What follows belongs to an exercise in optimizing a design on an open flow for small area, a short achievable clock period and few clock cycles per item; a production flow would make more cautious choices.
No functional check of the RTL was part of this run.
Power figures rest on the tool's default switching activity, not on a simulated workload.

### flow/design.v
`timescale 1ns / 1ps
`default_nettype none
module lc4_div_steps #(parameter R = 4)
   (input  wire [15:0]  rem_in,
    input  wire [R-1:0] din,
    input  wire [15:0]  divisor,
    output wire [15:0]  rem_out,
    output wire [15:0]  rem_1,      
    output wire [R-1:0] q);
   wire [15:0] r [0:R];
   assign r[0] = rem_in;
   genvar i, j;
   generate
      for (i = 0; i < R; i = i + 1) begin : g_st
         wire [16:0] x = {r[i], din[R-1-i]};
         wire [16:0] bw;                         
         assign bw[0] = 1'b0;
         for (j = 0; j < 16; j = j + 1) begin : g_b
            assign bw[j+1] = (~x[j] & divisor[j]) | (~x[j] & bw[j]) | (divisor[j] & bw[j]);
         end
         wire [15:0] d = x[15:0] ^ divisor ^ bw[15:0];
         wire ok = x[16] | ~bw[16];
         assign q[R-1-i] = ok;
         assign r[i+1] = ok ? d : x[15:0];
      end
   endgenerate
   assign rem_out = r[R];
   assign rem_1 = r[1];
endmodule
`timescale 1ns / 1ps
`default_nettype none
module lc4_processor
   (input  wire        clk,
    input  wire        rst,
    input  wire        gwe,
    output wire [15:0] o_cur_pc,
    input  wire [15:0] i_cur_insn,
    output wire [15:0] o_dmem_addr,
    input  wire [15:0] i_cur_dmem_data,
    output wire        o_dmem_we,
    output wire [15:0] o_dmem_towrite,
    output wire [1:0]  test_stall,
    output wire [15:0] test_cur_pc,
    output wire [15:0] test_cur_insn,
    output wire        test_regfile_we,
    output wire [2:0]  test_regfile_wsel,
    output wire [15:0] test_regfile_data,
    output wire        test_nzp_we,
    output wire [2:0]  test_nzp_new_bits,
    output wire        test_dmem_we,
    output wire [15:0] test_dmem_addr,
    output wire [15:0] test_dmem_data,
    input  wire [7:0]  switch_data,
    output wire [7:0]  led_data);
   assign led_data = switch_data;
   reg [15:0]  pc;       
   reg [15:0]  ir;
   reg         valid;    
   reg [2:0]   dcnt;     
   reg [15:0]  remr;     
   reg [14:0]  qr;       
   reg [2:0]   nzp;
   reg [127:0] rf;       
   wire [3:0] op = ir[15:12];
   wire is_br    = op == 4'h0;
   wire is_arith = op == 4'h1;
   wire is_cmp   = op == 4'h2;
   wire is_jsr   = op == 4'h4;
   wire is_logic = op == 4'h5;
   wire is_ldr   = op == 4'h6;
   wire is_str   = op == 4'h7;
   wire is_rti   = op == 4'h8;
   wire is_const = op == 4'h9;
   wire is_shift = op == 4'ha;
   wire is_jmp   = op == 4'hc;
   wire is_hic   = op == 4'hd;
   wire is_trap  = op == 4'hf;
   wire is_mul  = is_arith & ir[5:3] == 3'b001;
   wire is_div  = is_arith & ir[5:3] == 3'b011;
   wire is_mod  = is_shift & ir[5:4] == 2'b11;
   wire is_long = is_div | is_mod;
   wire dlast   = dcnt[2] & dcnt[0];
   wire busy    = is_long & ~dlast;       
   wire rf_we_d  = is_arith | is_jsr | is_logic | is_ldr | is_const |
                   is_shift | is_hic | is_trap;
   wire nzp_we_d = rf_we_d | is_cmp;
   wire link     = is_jsr | is_trap;
   wire [2:0] wsel = link ? 3'd7 : ir[11:9];
   wire [2:0] ra = (is_cmp | is_hic) ? ir[11:9] :
                   is_rti ? 3'd7 : ir[8:6];
   wire [2:0] rb = is_str ? ir[11:9] : ir[2:0];
   wire [15:0] a = rf[ra*16 +: 16];
   wire [15:0] b = rf[rb*16 +: 16];
   wire [15:0] sx5  = {{11{ir[4]}}, ir[4:0]};
   wire [15:0] sx6  = {{10{ir[5]}}, ir[5:0]};
   wire [15:0] sx7  = {{9{ir[6]}}, ir[6:0]};
   wire [15:0] zx7  = {9'd0, ir[6:0]};
   wire [15:0] sx9  = {{7{ir[8]}}, ir[8:0]};
   wire [15:0] sx11 = {{5{ir[10]}}, ir[10:0]};
   wire use_pc = is_br | is_jmp;
   wire [15:0] opa = use_pc ? pc : a;
   reg  [15:0] opb;
   reg         neg;        
   always @* begin
      neg = 1'b0;
      opb = b;
      if (is_arith) begin
         if (ir[5]) opb = sx5;
         else neg = ir[4];
      end else if (is_cmp) begin
         neg = 1'b1;
         case (ir[8:7])
           2'b10: opb = sx7;
           2'b11: opb = zx7;
           default: opb = b;
         endcase
      end else if (is_ldr | is_str) opb = sx6;
      else if (is_br) opb = sx9;
      else if (is_jmp) opb = sx11;
   end
   wire        cin = neg | use_pc;
   wire [16:0] sum = {1'b0, opa} + {1'b0, opb ^ {16{neg}}} + {16'd0, cin};
   wire [15:0] s = sum[15:0];
   wire lt = ir[7] ? ~sum[16] : ((opa[15] ^ opb[15]) ? opa[15] : s[15]);
   wire [15:0] addres = is_cmp ? {lt, s[14:1], s[0] | s[15]} : s;
   wire [15:0] mul = a * b;
   wire [15:0] lb = ir[5] ? sx5 : b;
   reg  [15:0] logres;
   always @* begin
      case (ir[5] ? 2'b00 : ir[4:3])
        2'b00: logres = a & lb;
        2'b01: logres = ~a;
        2'b10: logres = a | b;
        default: logres = a ^ b;
      endcase
   end
   reg [15:0] shres;
   always @* begin
      case (ir[5:4])
        2'b00: shres = a << ir[3:0];
        2'b01: shres = $signed(a) >>> ir[3:0];
        default: shres = a >> ir[3:0];
      endcase
   end
   wire [15:0] pc1 = pc + 16'd1;
   reg [2:0] din;
   always @* begin
      case (dcnt)
        3'd0: din = a[15:13];
        3'd1: din = a[12:10];
        3'd2: din = a[9:7];
        3'd3: din = a[6:4];
        3'd4: din = a[3:1];
        default: din = {a[0], 2'b00};
      endcase
   end
   wire [15:0] rem_in = (dcnt == 3'd0) ? 16'd0 : remr;
   wire [15:0] rem_out, rem_1;
   wire [2:0]  q3;
   lc4_div_steps #(.R(3)) div(.rem_in(rem_in), .din(din), .divisor(b),
                              .rem_out(rem_out), .rem_1(rem_1), .q(q3));
   wire [15:0] divres = (b == 16'd0) ? 16'd0 : is_div ? {qr, q3[2]} : rem_1;
   reg [15:0] res;
   always @* begin
      case (op)
        4'h1: res = is_mul ? mul : addres;
        4'h2: res = addres;
        4'h5: res = logres;
        4'h9: res = sx9;
        4'ha: res = shres;
        4'hd: res = {ir[7:0], a[7:0]};
        4'h4, 4'hf: res = pc1;
        default: res = addres;
      endcase
      if (is_long) res = divres;
   end
   wire [15:0] wdata = is_ldr ? i_cur_dmem_data : res;
   wire [2:0]  nzp_new = {wdata[15], wdata == 16'd0, ~wdata[15] & (wdata != 16'd0)};
   wire taken = is_br & |(ir[11:9] & nzp);
   reg [15:0] npc;
   always @* begin
      npc = pc1;
      if (valid) begin
         if (taken | (is_jmp & ir[11])) npc = s;
         else if (is_jsr & ir[11]) npc = {pc[15], ir[10:0], 4'd0};
         else if (is_jsr | is_jmp | is_rti) npc = a;
         else if (is_trap) npc = {8'h80, ir[7:0]};
      end
   end
   assign o_cur_pc = npc;
   wire adv = ~(valid & busy);       
   wire rf_we = valid & rf_we_d & ~busy;
   wire [15:0] rf_wd = wdata;
   always @(posedge clk) begin
      if (gwe) begin
         if (rst) begin
            pc    <= 16'h81ff;
            valid <= 1'b0;
            dcnt  <= 3'd0;
            nzp   <= 3'b000;
         end else begin
            if (adv) begin
               pc    <= npc;
               ir    <= i_cur_insn;
               valid <= 1'b1;
            end
            if (valid & is_long) begin
               dcnt <= dlast ? 3'd0 : dcnt + 3'd1;
               if (busy) begin
                  remr <= rem_out;
                  qr   <= {qr[11:0], q3};
               end
            end
            if (valid & nzp_we_d & ~busy) nzp <= nzp_new;
         end
      end
   end
   wire [15:0] rf_in = rst ? 16'd0 : rf_wd;
   genvar gi;
   generate
      for (gi = 0; gi < 8; gi = gi + 1) begin : g_rf
         always @(posedge clk)
            if (gwe & (rst | (rf_we & wsel == gi)))
               rf[gi*16 +: 16] <= rf_in;
      end
   endgenerate
   assign o_dmem_addr    = s;
   assign o_dmem_we      = valid & is_str;
   assign o_dmem_towrite = b;
   assign test_stall        = {1'b0, ~valid | busy};
   assign test_cur_pc       = pc;
   assign test_cur_insn     = ir;
   assign test_regfile_we   = rf_we_d;
   assign test_regfile_wsel = wsel;
   assign test_regfile_data = wdata;
   assign test_nzp_we       = nzp_we_d;
   assign test_nzp_new_bits = nzp_new;
   assign test_dmem_we      = is_str;
   assign test_dmem_addr    = (is_ldr | is_str) ? s : 16'd0;
   assign test_dmem_data    = is_ldr ? i_cur_dmem_data : is_str ? b : 16'd0;
endmodule
### flow/run.sh
#!/bin/bash
# synth_recipe.tcl (not shown) runs the flow's synth.tcl, then flattens the netlist and writes it again
# the make line also repeats each setting of config.mk as NAME=value (left out here)
make -C /OpenROAD-flow-scripts/flow DESIGN_CONFIG=/design/flow/config.mk WORK_HOME=/design/flow/orfs CLKGATE_MAP_FILE= SYNTH_SCRIPT=/design/flow/synth_recipe.tcl finish
### flow/config.mk
export PLATFORM = sky130hd
export DESIGN_NAME = lc4_processor
export DESIGN_NICKNAME = lc4_processor
export VERILOG_FILES = /design/flow/design.v
export SDC_FILE = /design/flow/constraint.sdc
export NUM_CORES = 4
export LEC_CHECK = 0
export ABC_AREA = 1
export CAP_MARGIN = 20
export CORE_MARGIN = 2
export CORE_UTILIZATION = 30
export SLEW_MARGIN = 20
### flow/constraint.sdc
create_clock -name core_clock -period 70.0 [get_ports {clk}]
set_input_delay 14.0000 -clock core_clock [delete_from_list [all_inputs] [get_ports {clk}]]
set_output_delay 14.0000 -clock core_clock [all_outputs]
set_load 0.01 [all_outputs]
==> notes.md <==
-- worst max path at each step --
stage / start / endpoint / slack (ns) / depth (start not counted)
2_1_floorplan: i_cur_dmem_data[3] / test_nzp_new_bits[1] / 41.21 / 9
3_3_place_gp: i_cur_dmem_data[3] / test_nzp_new_bits[1] / 39.63 / 11
3_5_place_dp: i_cur_dmem_data[3] / test_nzp_new_bits[1] / 39.65 / 11
4_1_cts: i_cur_dmem_data[3] / test_nzp_new_bits[1] / 39.62 / 11
5_1_grt: i_cur_dmem_data[3] / test_nzp_new_bits[1] / 39.46 / 11
6_report: i_cur_dmem_data[3] / test_nzp_new_bits[1] / 39.59 / 11
-- critical path: cells and delay by family --
| family | cells | cell delay (ns) |
|---|---|---|
| buffers and inverters | 4 | 1.10 |
| and+or+nand+nor | 6 | 0.64 |
| AOI/OAI and AO/OA | 1 | 0.67 |
-- sequential cells by signal (all words and copies together), names as in the netlist --
signal / cells
dcnt: 3
ir: 16
nzp: 3
pc: 16
qr: 15
remr: 16
rf: 128
valid: 1
-- layout make-up --
class                      instances  area, um^2
clock buffer                      17         425
timing repair buffer             241        2240
fill                            7809       47500
antenna                            2        5.00
multi-input combinational       2337       13800
sequential                       198        5950
clock inverter                    15         183
inverter                         401        1510
tap                              959        1200
-- cells in the final DEF, fill, tap and decap left out, types with 5 or more instances in the layout --
cell type                         synthesis  routed
sky130_fd_sc_hd__nand2_1                863     862
sky130_fd_sc_hd__nand3_1                385     385
sky130_fd_sc_hd__inv_1                  369     369
sky130_fd_sc_hd__nor2_1                 221     220
sky130_fd_sc_hd__edfxtp_1               198     198
sky130_fd_sc_hd__o21ai_0                194     192
sky130_fd_sc_hd__clkdlybuf4s50_1          0     173
sky130_fd_sc_hd__a21oi_1                138     130
sky130_fd_sc_hd__fa_1                   127     127
sky130_fd_sc_hd__ha_1                    97      97
sky130_fd_sc_hd__buf_4                   28      68
sky130_fd_sc_hd__xor2_1                  38      38
sky130_fd_sc_hd__o211ai_1                31      31
sky130_fd_sc_hd__nand2_2                 26      27
sky130_fd_sc_hd__o221ai_1                21      21
sky130_fd_sc_hd__inv_2                   20      20
sky130_fd_sc_hd__or2_2                   18      18
sky130_fd_sc_hd__nand4_1                 17      17
sky130_fd_sc_hd__clkbuf_16                0      17
sky130_fd_sc_hd__o22ai_1                 16      16
sky130_fd_sc_hd__o21ai_1                 13      14
sky130_fd_sc_hd__nor3_1                  14      14
sky130_fd_sc_hd__clkinv_1                11      12
sky130_fd_sc_hd__mux2i_1                 11      11
sky130_fd_sc_hd__a31oi_1                 10      10
sky130_fd_sc_hd__a21oi_2                  2      10
sky130_fd_sc_hd__o2111ai_1                9       9
sky130_fd_sc_hd__nor2_2                   7       8
sky130_fd_sc_hd__o21ai_2                  6       7
sky130_fd_sc_hd__a22oi_1                  7       7
sky130_fd_sc_hd__o211ai_2                 7       7
sky130_fd_sc_hd__a21o_1                   6       6
sky130_fd_sc_hd__xnor2_1                  6       6
sky130_fd_sc_hd__a221oi_1                 6       6
sky130_fd_sc_hd__o21a_1                   5       5
sky130_fd_sc_hd__a211oi_1                 5       5
-- per-layer routing --
metal	GRT usage, %	vias up	part of all wire (%)	wire length (um)
li1	-	10400	-	-
met1	33.6	10800	40	39100
met2	39.8	1363	43	42000
met3	4.81	265	11	10400
met4	12.8	4	5.4	5270
met5	0	-	0.028	27
-- through the flow --
stage,hold slack (ns),area (um^2),instances
finish,0.459,25400,4170
floorplan,0.421,22100,3093
global route,0.463,25300,4168
CTS,0.451,25300,4168
detailed placement,0.431,24700,4136
global placement,0.434,24700,4136
-- kinds of logic after synthesis --
logic type | share of synthesized area [%]
muxes | 0.499
and+or+nand+nor | 30.0
other | 0.0170
AOI/OAI and AO/OA | 13.2
buffers and inverters | 10.5
DFF | 27.0
xor gates and xnor gates | 1.75
adders and majority gates | 17.1
-- power groups by stage --
stage	sequential (mW)	clock [mW]	combinational, mW
finish	0.154	0.105	0.623
global route	0.154	0.110	0.709
CTS	0.153	0.106	0.618
detailed placement	0.156	0	0.612
global placement	0.156	0	0.607
floorplan	0.155	0	0.420
==> notes.md <==
- Fraction of registers with async set/reset: 0%
- Most used standard cell by instance count after synthesis: sky130_fd_sc_hd__nand2_1
* Power density cells: 34.8 nW/um^2
- The number of different library cells used by synthesis comes to 54.
- In this run, flip-flops and latches consume 17.4% of the power.
- Cell area after synthesis: 22100 um^2
* Share of total power in combinational logic: 70.7%
* CP max FO: 3
* Reg2reg path depth: 92
* Area of the core region: 72800 um^2
- Each instance of the synthesized netlist takes up on average 7.13 um^2.
* CTS Buf Count: 17
- Clock latency at the later pin of the worst-skew pair: 0.51 ns
- In this run, synthesis produced a sequential element count of 198.
- The via count of the first global-routing pass is 21600.
- The run finished with no timing, DRC or antenna violations.
- The worst register-to-register path has a setup slack of 44.22 ns.
- Number of flops mapped to enable cells by yosys: 198
- Counting I/O delays and the setup requirement, the final critical path takes 30.41 ns.
- Static timing analysis puts the maximum clock frequency at 32.9 MHz.
* Sum of negative setup slack: 0 ns
* Die footprint: 75700 um^2
- For this run, design rule violations remaining after detail routing come to 0.
- Post-route fraction of the period consumed by the critical path: 43.4%
* Area delta synth->final: 14.9%
- Max Root-Sink Buffers: 2
* Clock-pin slew on the worst setup and hold paths: 0.07 ns
- Prior to clock tree synthesis, the placed netlist has a worst setup slack of 39.65 ns.
- Maximum ir drop on the vdd rail: 0.0000449 V
- Unrepaired setup endpoints after global routing: false
* Share of power burned in the clock network: 11.9%
* Number of hold-repair buffers added at the cts stage: 0
* Overflow left after global routing: 0
- In this run the number of H-tree levels came out at 4.
- Violation count after the first detailed-routing iteration: 3009
- Pin placement for this block handled 191 I/O pins.
- Number of synthesis warnings: 2
* Worst Skew: 0.0376 ns
- TritonCTS built the clock tree.
- The first TritonRoute pass finished after 7 iterations.
- The initial utilization of the core area, before any placement, comes to 30.3%.
* Critical path start-end classification: input pin to primary output
- Antenna violations before repair: 3
- Commonest cells in the netlist: sky130_fd_sc_hd__nand2_1 (863), sky130_fd_sc_hd__nand3_1 (385), sky130_fd_sc_hd__inv_1 (369)
* Clock Tree Root: sky130_fd_sc_hd__clkbuf_16
- In this run the critical register-to-register path is captured at remr[10]$_DFFE_PP_.
- Final setup violating endpoints: 0
- Synth area leaders: sky130_fd_sc_hd__edfxtp_1 (27%), sky130_fd_sc_hd__nand2_1 (15%), sky130_fd_sc_hd__fa_1 (12%), sky130_fd_sc_hd__nand3_1 (8.7%), sky130_fd_sc_hd__inv_1 (6.3%)
- Number of maximum-capacitance constraint violations: 0
* DR vias: 22800
* Cts repair resizes: 0
- At the worst endpoint, the required time is 56.00 ns.
* Net count, final: 3463
- Across every metal layer, demand over resource in global routing totals 25.5%.
- Core utilization of the finished layout: 34.8%
- Average wire per cell in the routed design: 23.2 um
- CTS Sinks: 198
- The biggest area contributor in the post-synthesis netlist is sky130_fd_sc_hd__edfxtp_1.
* Maximum single-stage delay on the critical path: 0.67 ns
* Post-CTS setup buffers: 0
* Transition time at the pin with the least slew margin: 1.16 ns
- Floorplan die height: 275 um
* Slowest library cell on the worst path: sky130_fd_sc_hd__a21oi_1
- Horiz. Die Dim: 275 um
- The final-report hold violation count came to 0.
* Total routed wirelength: 96.9 mm
- Proportion of netlist area held by the largest area contributor: 27.0%
* Relative slew margins: 22.4%
- The post-route netlist has 6.51% of its cells at a drive strength greater than 1.
- Cell count after synthesis: 3093
* Final Power: 0.881 mW
- Routability-driven placement finished with a final weighted congestion of 1.04.
- STA classifies the critical path startpoint as an input pin.
- After legalization and detailed placement, the total HPWL measured 71.4 mm.
* Number of standard-cell rows in the floorplan: 99
* Chain of cells forming the critical path: clkdlybuf4s50_1, inv_1, nor2_1, a21oi_1, nand2_1, nor2_2, nand3_1, nor2_1, nand2_1, inv_1, clkdlybuf4s50_1
- Leakage power: 11.5 nW
- Worst hold stages: 0
- Input and output buffers added on the ports amount to 173.
- Hold Crit Class: register to register
- Switching part of the total power: 51.2%
- Global-route wire length before repair: 141 mm
- Worst path arrival time: 16.41 ns
- In this run the critical register-to-register path is launched from ir[12]$_DFFE_PP_.
- Setup slack closes at 39.59 ns.
- The path with the worst hold slack has its endpoint at qr[6]$_DFFE_PP_.
- Internal power of the cells: 0.430 mW
* Net switching power of the design: 0.452 mW
- Crit path capture type: primary output
- Counting every net in the synthesized netlist gives 3360.
* Pin count of the biggest net entering global routing: 62
* Share of synthesized area occupied by flip-flops and latches: 27.0%
* Pins Over Slew Limit: 0
* Number of antenna-violating nets in the routed design: 0
- Startpoint of the tightest hold check path: qr[3]$_DFFE_PP_
- Among all flip-flop cells after synthesis, the most frequent one is sky130_fd_sc_hd__edfxtp_1.
* Avg Vias per Cell: 5.47

re-timing with driven ports:
The results above use ideal ports. As a check the final layout listed here was re-extracted and re-timed, cells and wires unchanged. Step 1: set_driving_cell puts a clkbuf_16 on clk and a buf_2 on each other input, an assumption about the parent block. Step 2 moves the port delays by t, midway between the first and last clock arrival at a register: inputs arrive t later, outputs are due t later. That takes back most of the time a late clock gives input paths. Three values: no drivers, after step 1, after step 2; two values: the first two.
t (ns): 0.555
setup slack, ns: 39.589 / 39.568 / 39.568
hold slack, ns: 0.459 / 0.459 / 0.459
clock arrival spread, ns: 0.038 / 0.038
worst slew at a driven data input, ns: 0.06
After both steps setup and hold are still met in this run. For this run, drivers alone change the setup slack by -0.021 ns; drivers and shift together by -0.021 ns.
